What follows belongs to an exercise in optimizing a design on an open flow for small area; a production flow would make more cautious choices. Only simulation tests tie the RTL to the original design; equivalence was not proved. Power is estimated from default activity; no workload was simulated.

==> run Y: inputs <==
Design Processor, start of the top module:
module Processor(
    input  clock,
    input  reset,
    input  [4:0] Interrupts,             
    input  NMI,                          
    input  [31:0] DataMem_In,
    input  DataMem_Ready,
    output DataMem_Read,
    output [3:0]  DataMem_Write,         
    output [29:0] DataMem_Address,       
    output [31:0] DataMem_Out,
    input  [31:0] InstMem_In,
    output [29:0] InstMem_Address,       
    input  InstMem_Ready,
    output InstMem_Read,
    output [7:0] IP                      
    );
    wire [31:0] Instruction;
    wire [5:0]  OpCode = Instruction[31:26];
    wire [4:0]  Rs = Instruction[25:21];
    wire [4:0]  Rt = Instruction[20:16];
    wire [4:0]  Rd = Instruction[15:11];
    wire [5:0]  Funct = Instruction[5:0];
    wire [15:0] Immediate = Instruction[15:0];
    wire [25:0] JumpAddress = Instruction[25:0];
    wire [2:0]  Cp0_Sel = Instruction[2:0];
    wire IF_Stall, IF_Flush;
    wire IF_EXC_AdIF;
    wire IF_Exception_Stall;
    wire IF_Exception_Flush;
    wire IF_IsBDS;
    wire [31:0] IF_PCAdd4, IF_PC_PreExc, IF_PCIn, IF_PCOut, IF_Instruction;
    wire ID_Stall;
    wire [1:0] ID_PCSrc;
    wire [1:0] ID_RsFwdSel, ID_RtFwdSel;
    wire ID_Link, ID_Movn, ID_Movz;
    wire ID_SignExtend;
    wire ID_LLSC;
  ...
clock: 25.0 ns
lec_check: 0
cap_margin: 20
core_margin: 2
core_utilization: 55
slew_margin: 20
run.sh (not shown) runs the stock make flow with config.mk's settings and CLKGATE_MAP_FILE= SYNTH_SCRIPT=/design/flow/synth_recipe.tcl, a recipe that flattens the netlist after the stock synthesis.
==> run C: changes against run Y <==
--- a/flow/design.v
+++ b/flow/design.v
@@ -555,29 +555,25 @@
     wire Ltu = ~AddSub_Cout;
     wire Lts = (A[31] ^ B[31]) ? A[31] : AddSub_Result[31];
     wire Sh_Var   = (Operation == AluOp_Sllv) | (Operation == AluOp_Srav) | (Operation == AluOp_Srlv);
     wire Sh_Left  = (Operation == AluOp_Sll)  | (Operation == AluOp_Sllv);
     wire Sh_Arith = (Operation == AluOp_Sra)  | (Operation == AluOp_Srav);
+    wire Sh_Right = Sh_Arith | (Operation == AluOp_Srl) | (Operation == AluOp_Srlv);
+    wire Is_Shift = Sh_Left | Sh_Right;
     wire [4:0] Sh_Amt = Sh_Var ? A[4:0] : Shamt;
-    reg  [31:0] Sh_In, Sh_Out;
-    wire signed [32:0] Sh_Ext = {Sh_Arith & B[31], Sh_In};
-    wire signed [32:0] Sh_R = Sh_Ext >>> Sh_Amt;
-    integer k;
-    always_comb begin
-        for (k = 0; k < 32; k = k + 1) Sh_In[k]  = Sh_Left ? B[31-k]    : B[k];
-        for (k = 0; k < 32; k = k + 1) Sh_Out[k] = Sh_Left ? Sh_R[31-k] : Sh_R[k];
-    end
+    wire [4:0] Sh_Pow = Sh_Left ? Sh_Amt : ~Sh_Amt;
+    wire [31:0] Sh_Mult = 32'd1 << Sh_Pow;
     wire Mul_Signed = op_mult | op_madd | op_msub | op_mul;
     wire Mul_Acc    = op_madd | op_maddu | op_msub | op_msubu;
     wire Mul_Sub    = op_msub | op_msubu;
     wire [63:0] Mul_Addend = (Mul_Acc & ~ph0) ? HILO : 64'd0;
     wire [63:0] Mac_Sum;
     Mul2 Multiplier (
         .clock  (clock),
         .ph0    (ph0),
-        .A      ({Mul_Signed & A[31], A}),
-        .B      ({Mul_Signed & B[31], B}),
+        .A      (Is_Shift ? {1'b0, Sh_Mult} : {Mul_Signed & A[31], A}),
+        .B      ({(Mul_Signed | Sh_Arith) & B[31], B}),
         .Negate (Mul_Sub),
         .Addend (Mul_Addend),
         .Sum    (Mac_Sum)
     );
     wire [63:0] Mac_Result = Mac_Sum;
@@ -592,19 +588,19 @@
             AluOp_Mfhi  : Result = HI;
             AluOp_Mflo  : Result = LO;
             AluOp_Mul   : Result = Mac_Sum[31:0];
             AluOp_Nor   : Result = ~(A | B);
             AluOp_Or    : Result = A | B;
-            AluOp_Sll   : Result = Sh_Out;
+            AluOp_Sll   : Result = Mac_Sum[31:0];
             AluOp_Sllc  : Result = {B[15:0], 16'b0};
-            AluOp_Sllv  : Result = Sh_Out;
+            AluOp_Sllv  : Result = Mac_Sum[31:0];
             AluOp_Slt   : Result = {31'b0, Lts};
             AluOp_Sltu  : Result = {31'b0, Ltu};
-            AluOp_Sra   : Result = Sh_Out;
-            AluOp_Srav  : Result = Sh_Out;
-            AluOp_Srl   : Result = Sh_Out;
-            AluOp_Srlv  : Result = Sh_Out;
+            AluOp_Sra   : Result = Mac_Sum[62:31];
+            AluOp_Srav  : Result = Mac_Sum[62:31];
+            AluOp_Srl   : Result = Mac_Sum[62:31];
+            AluOp_Srlv  : Result = Mac_Sum[62:31];
             AluOp_Sub   : Result = AddSub_Result;
             AluOp_Subu  : Result = AddSub_Result;
             AluOp_Xor   : Result = A ^ B;
             default     : Result = 32'h00000000;
         endcase
@@ -2626,22 +2622,21 @@
     assign lo_c[0] = 1'b0;
     generate for (g = 0; g < 33; g = g + 1) begin : rlo
         assign lo_s[g] = fa_a[g] ^ fa_b[g] ^ lo_c[g];
         assign lo_c[g+1] = (fa_a[g] & fa_b[g]) | (lo_c[g] & (fa_a[g] ^ fa_b[g]));
     end endgenerate
-    wire [33:0] lo = {lo_c[33], lo_s};
-    wire [31:0] hi0, hi1;
-    wire [32:0] c0, c1;
+    wire [31:0] hi0, hi;
+    wire [32:0] c0, pa;
     assign c0[0] = 1'b0;
-    assign c1[0] = 1'b1;
-    generate for (g = 0; g < 32; g = g + 1) begin : csel
+    assign pa[0] = 1'b1;
+    generate for (g = 0; g < 32; g = g + 1) begin : rhi
         assign hi0[g] = fa_a[33+g] ^ fa_b[33+g] ^ c0[g];
         assign c0[g+1] = (fa_a[33+g] & fa_b[33+g]) | (c0[g] & (fa_a[33+g] ^ fa_b[33+g]));
-        assign hi1[g] = fa_a[33+g] ^ fa_b[33+g] ^ c1[g];
-        assign c1[g+1] = (fa_a[33+g] & fa_b[33+g]) | (c1[g] & (fa_a[33+g] ^ fa_b[33+g]));
+        assign pa[g+1] = pa[g] & hi0[g];
+        assign hi[g] = hi0[g] ^ (lo_c[33] & pa[g]);
     end endgenerate
-    wire [64:0] tot = {lo[33] ? hi1 : hi0, lo[32:0]};
+    wire [64:0] tot = {hi, lo_s};
     assign Sum = tot[63:0];
     always_ff @(posedge clock)
         if (ph0) PL <= tot[64:16];
 endmodule
 `timescale 1ns / 1ps
@@ -3061,57 +3056,40 @@
     end
     assign MWriteData[31:24] = (Byte) ? DataIn[7:0] : ((Half) ? DataIn[15:8] : DataIn[31:24]);
     assign MWriteData[23:16] = (Byte | Half) ? DataIn[7:0] : DataIn[23:16];
     assign MWriteData[15:8]  = (Byte) ? DataIn[7:0] : DataIn[15:8];
     assign MWriteData[7:0]   = DataIn[7:0];
-    always_comb
-    begin
-        if (Byte) begin
-            if (Byte_Access_LL) begin
-                DataOut <= (SignExtend & MReadData[31]) ? {24'hFFFFFF, MReadData[31:24]} : {24'h000000, MReadData[31:24]};
-            end
-            else if (Byte_Access_LM) begin
-                DataOut <= (SignExtend & MReadData[23]) ? {24'hFFFFFF, MReadData[23:16]} : {24'h000000, MReadData[23:16]};
-            end
-            else if (Byte_Access_RM) begin
-                DataOut <= (SignExtend & MReadData[15]) ? {24'hFFFFFF, MReadData[15:8]}  : {24'h000000, MReadData[15:8]};
-            end
-            else begin
-                DataOut <= (SignExtend & MReadData[7])  ? {24'hFFFFFF, MReadData[7:0]}   : {24'h000000, MReadData[7:0]};
-            end
-        end
-        else if (Half) begin
-            if (Half_Access_L) begin
-                DataOut <= (SignExtend & MReadData[31]) ? {16'hFFFF, MReadData[31:16]} : {16'h0000, MReadData[31:16]};
-            end
-            else begin
-                DataOut <= (SignExtend & MReadData[15]) ? {16'hFFFF, MReadData[15:0]}  : {16'h0000, MReadData[15:0]};
-            end
-        end
-        else if (LLSC & MemWrite) begin
-            DataOut <= (LLSC_Atomic & (Address[31:2] == LLSC_Address)) ? 32'h0000_0001 : 32'h0000_0000;
-        end
-        else if (Left) begin
-            case (Address[1:0])
-                2'b00 : DataOut <= (BE) ?  MReadData                      : {MReadData[7:0],  DataIn[23:0]};
-                2'b01 : DataOut <= (BE) ? {MReadData[23:0], DataIn[7:0]}  : {MReadData[15:0], DataIn[15:0]};
-                2'b10 : DataOut <= (BE) ? {MReadData[15:0], DataIn[15:0]} : {MReadData[23:0], DataIn[7:0]};
-                2'b11 : DataOut <= (BE) ? {MReadData[7:0],  DataIn[23:0]} :  MReadData;
-            endcase
-        end
-        else if (Right) begin
-            case (Address[1:0])
-                2'b00 : DataOut <= (BE) ? {DataIn[31:8],  MReadData[31:24]} : MReadData;
-                2'b01 : DataOut <= (BE) ? {DataIn[31:16], MReadData[31:16]} : {DataIn[31:24], MReadData[31:8]};
-                2'b10 : DataOut <= (BE) ? {DataIn[31:24], MReadData[31:8]}  : {DataIn[31:16], MReadData[31:16]};
-                2'b11 : DataOut <= (BE) ? MReadData                         : {DataIn[31:8],  MReadData[31:24]};
-            endcase
-        end
-        else begin
-            DataOut <= MReadData;
+    wire [1:0] Off = BE ? Address[1:0] : ~Address[1:0];
+    wire [7:0] MR [0:3];
+    wire [7:0] DI [0:3];
+    assign MR[0] = MReadData[31:24]; assign MR[1] = MReadData[23:16];
+    assign MR[2] = MReadData[15:8];  assign MR[3] = MReadData[7:0];
+    assign DI[0] = DataIn[31:24];    assign DI[1] = DataIn[23:16];
+    assign DI[2] = DataIn[15:8];     assign DI[3] = DataIn[7:0];
+    wire SC = LLSC & MemWrite;
+    wire SC_Ok = LLSC_Atomic & (Address[31:2] == LLSC_Address);
+    wire [7:0] ExtSrc = Byte ? MR[Off] : MR[{Off[1], 1'b0}];
+    wire Ext = SignExtend & ExtSrc[7];
+    reg  [7:0] Lane [0:3];
+    integer L;
+    always_comb begin
+        for (L = 0; L < 4; L = L + 1) begin
+            if (Byte)
+                Lane[L] = (L == 3) ? MR[Off] : {8{Ext}};
+            else if (Half)
+                Lane[L] = (L == 2) ? MR[{Off[1], 1'b0}] : ((L == 3) ? MR[{Off[1], 1'b1}] : {8{Ext}});
+            else if (SC)
+                Lane[L] = (L == 3) ? {7'b0, SC_Ok} : 8'd0;
+            else if (Left)
+                Lane[L] = (L + Off <= 3) ? MR[L + Off] : DI[L];
+            else if (Right)
+                Lane[L] = (L >= 3 - Off) ? MR[L - (3 - Off)] : DI[L];
+            else
+                Lane[L] = MR[L];
         end
     end
+    always_comb DataOut = {Lane[0], Lane[1], Lane[2], Lane[3]};
 endmodule
 `timescale 1ns / 1ps
 module MEMWB_Stage(
     input  clock,
     input  reset,
Settings changed: CTS_BUF_LIST from default to sky130_fd_sc_hd__clkbuf_4.
==> run notes <==
- Run C finished clean. Run Y finished with timing, DRC and antenna clean.
- Between run C and run Y, the lower power is in run Y (gap 29%, measured against run Y).
- Core utilization: run Y is lower than run C (0.060 points).
- In run C the setup slack is better than in run Y, by 2.0 ns.
- Against run C, the clock-buffer cell count of run Y is lower by 532.
- Between run C and run Y, the lower routed wire length is in run C (gap about 3.4%, measured against run Y).
- In run C the synthesized area is lower than in run Y, by about 3.6%.
- Between run C and run Y, the lower clock power is in run C (gap about 6%, measured against run Y).
- Cell count: run Y is lower than run C (0.32%).
- Of run Y and run C, run Y has the higher hold slack (gap 0.041 ns).
- In run Y the register-to-register slack is lower than in run C, by 2.0 ns.
==> figures <==
item                                                                              run Y                  run C
Cts repair resizes                                                                   12                      0
Non-filler cells in the finished layout                                           13300                  13400
Synth top area share                                                              39.4%                  40.9%
Critical Path Most Common Cell                                    sky130_fd_sc_hd__fa_2  sky130_fd_sc_hd__fa_1
Sw power                                                                        5.83 mW                9.29 mW
Max Root-Sink Buffers                                                                 3                      4
Worst reg2reg setup slack                                                       0.71 ns                2.71 ns
P_comb                                                                          6.93 mW                11.3 mW
Hold slack final                                                               0.458 ns               0.417 ns
LEAKAGE                                                                         44.8 nW                44.5 nW
Multi-input logic cell count                                                       7220                   6738
Overall die width                                                                455 µm                 446 µm
Post-Syn Area per Cell                                                         10.5 µm²               10.8 µm²
Synthesized net count                                                             11300                  10700
Share of cell area taken by multi-input logic gates                               44.3%                  42.4%
Inverters                                                                           513                    544
Number of global-route vias before repair                                         92100                  90500
Die height                                                                       455 µm                 446 µm
Run status                                                               finished clean         finished clean
Detailed-routing iteration count for the pre-antenna-repair pass                     10                     17
Peak per-stage delay on the critical path                                       0.43 ns                0.91 ns
Period utilization                                                                97.2%                  89.1%

==> what the ideal ports hide <==
How much do the figures lean on ideal ports? The routed layouts below were timed once more, with nothing changed but the port constraints. Step 1 sets driving cells, clkbuf_16 on the clock port and buf_2 on the other inputs (assumed; they add their load-dependent delay and slew). Step 2 moves the port delays by t, midway between the first and last clock arrival at a register: inputs arrive t later, outputs are due t later. That takes back most of the time a late clock gives input paths. a / b / c = no drivers / after step 1 / after step 2; a / b = the first two.
run	t (ns)	setup WS [ns]	worst setup path after step 2	cell pins on the clock port's net
run Y	0.972	0.705 / 0.705 / 0.705	register to register	1
run C	1.493	2.714 / 2.714 / 2.714	register to register	1
After both steps every run listed still meets setup and hold.
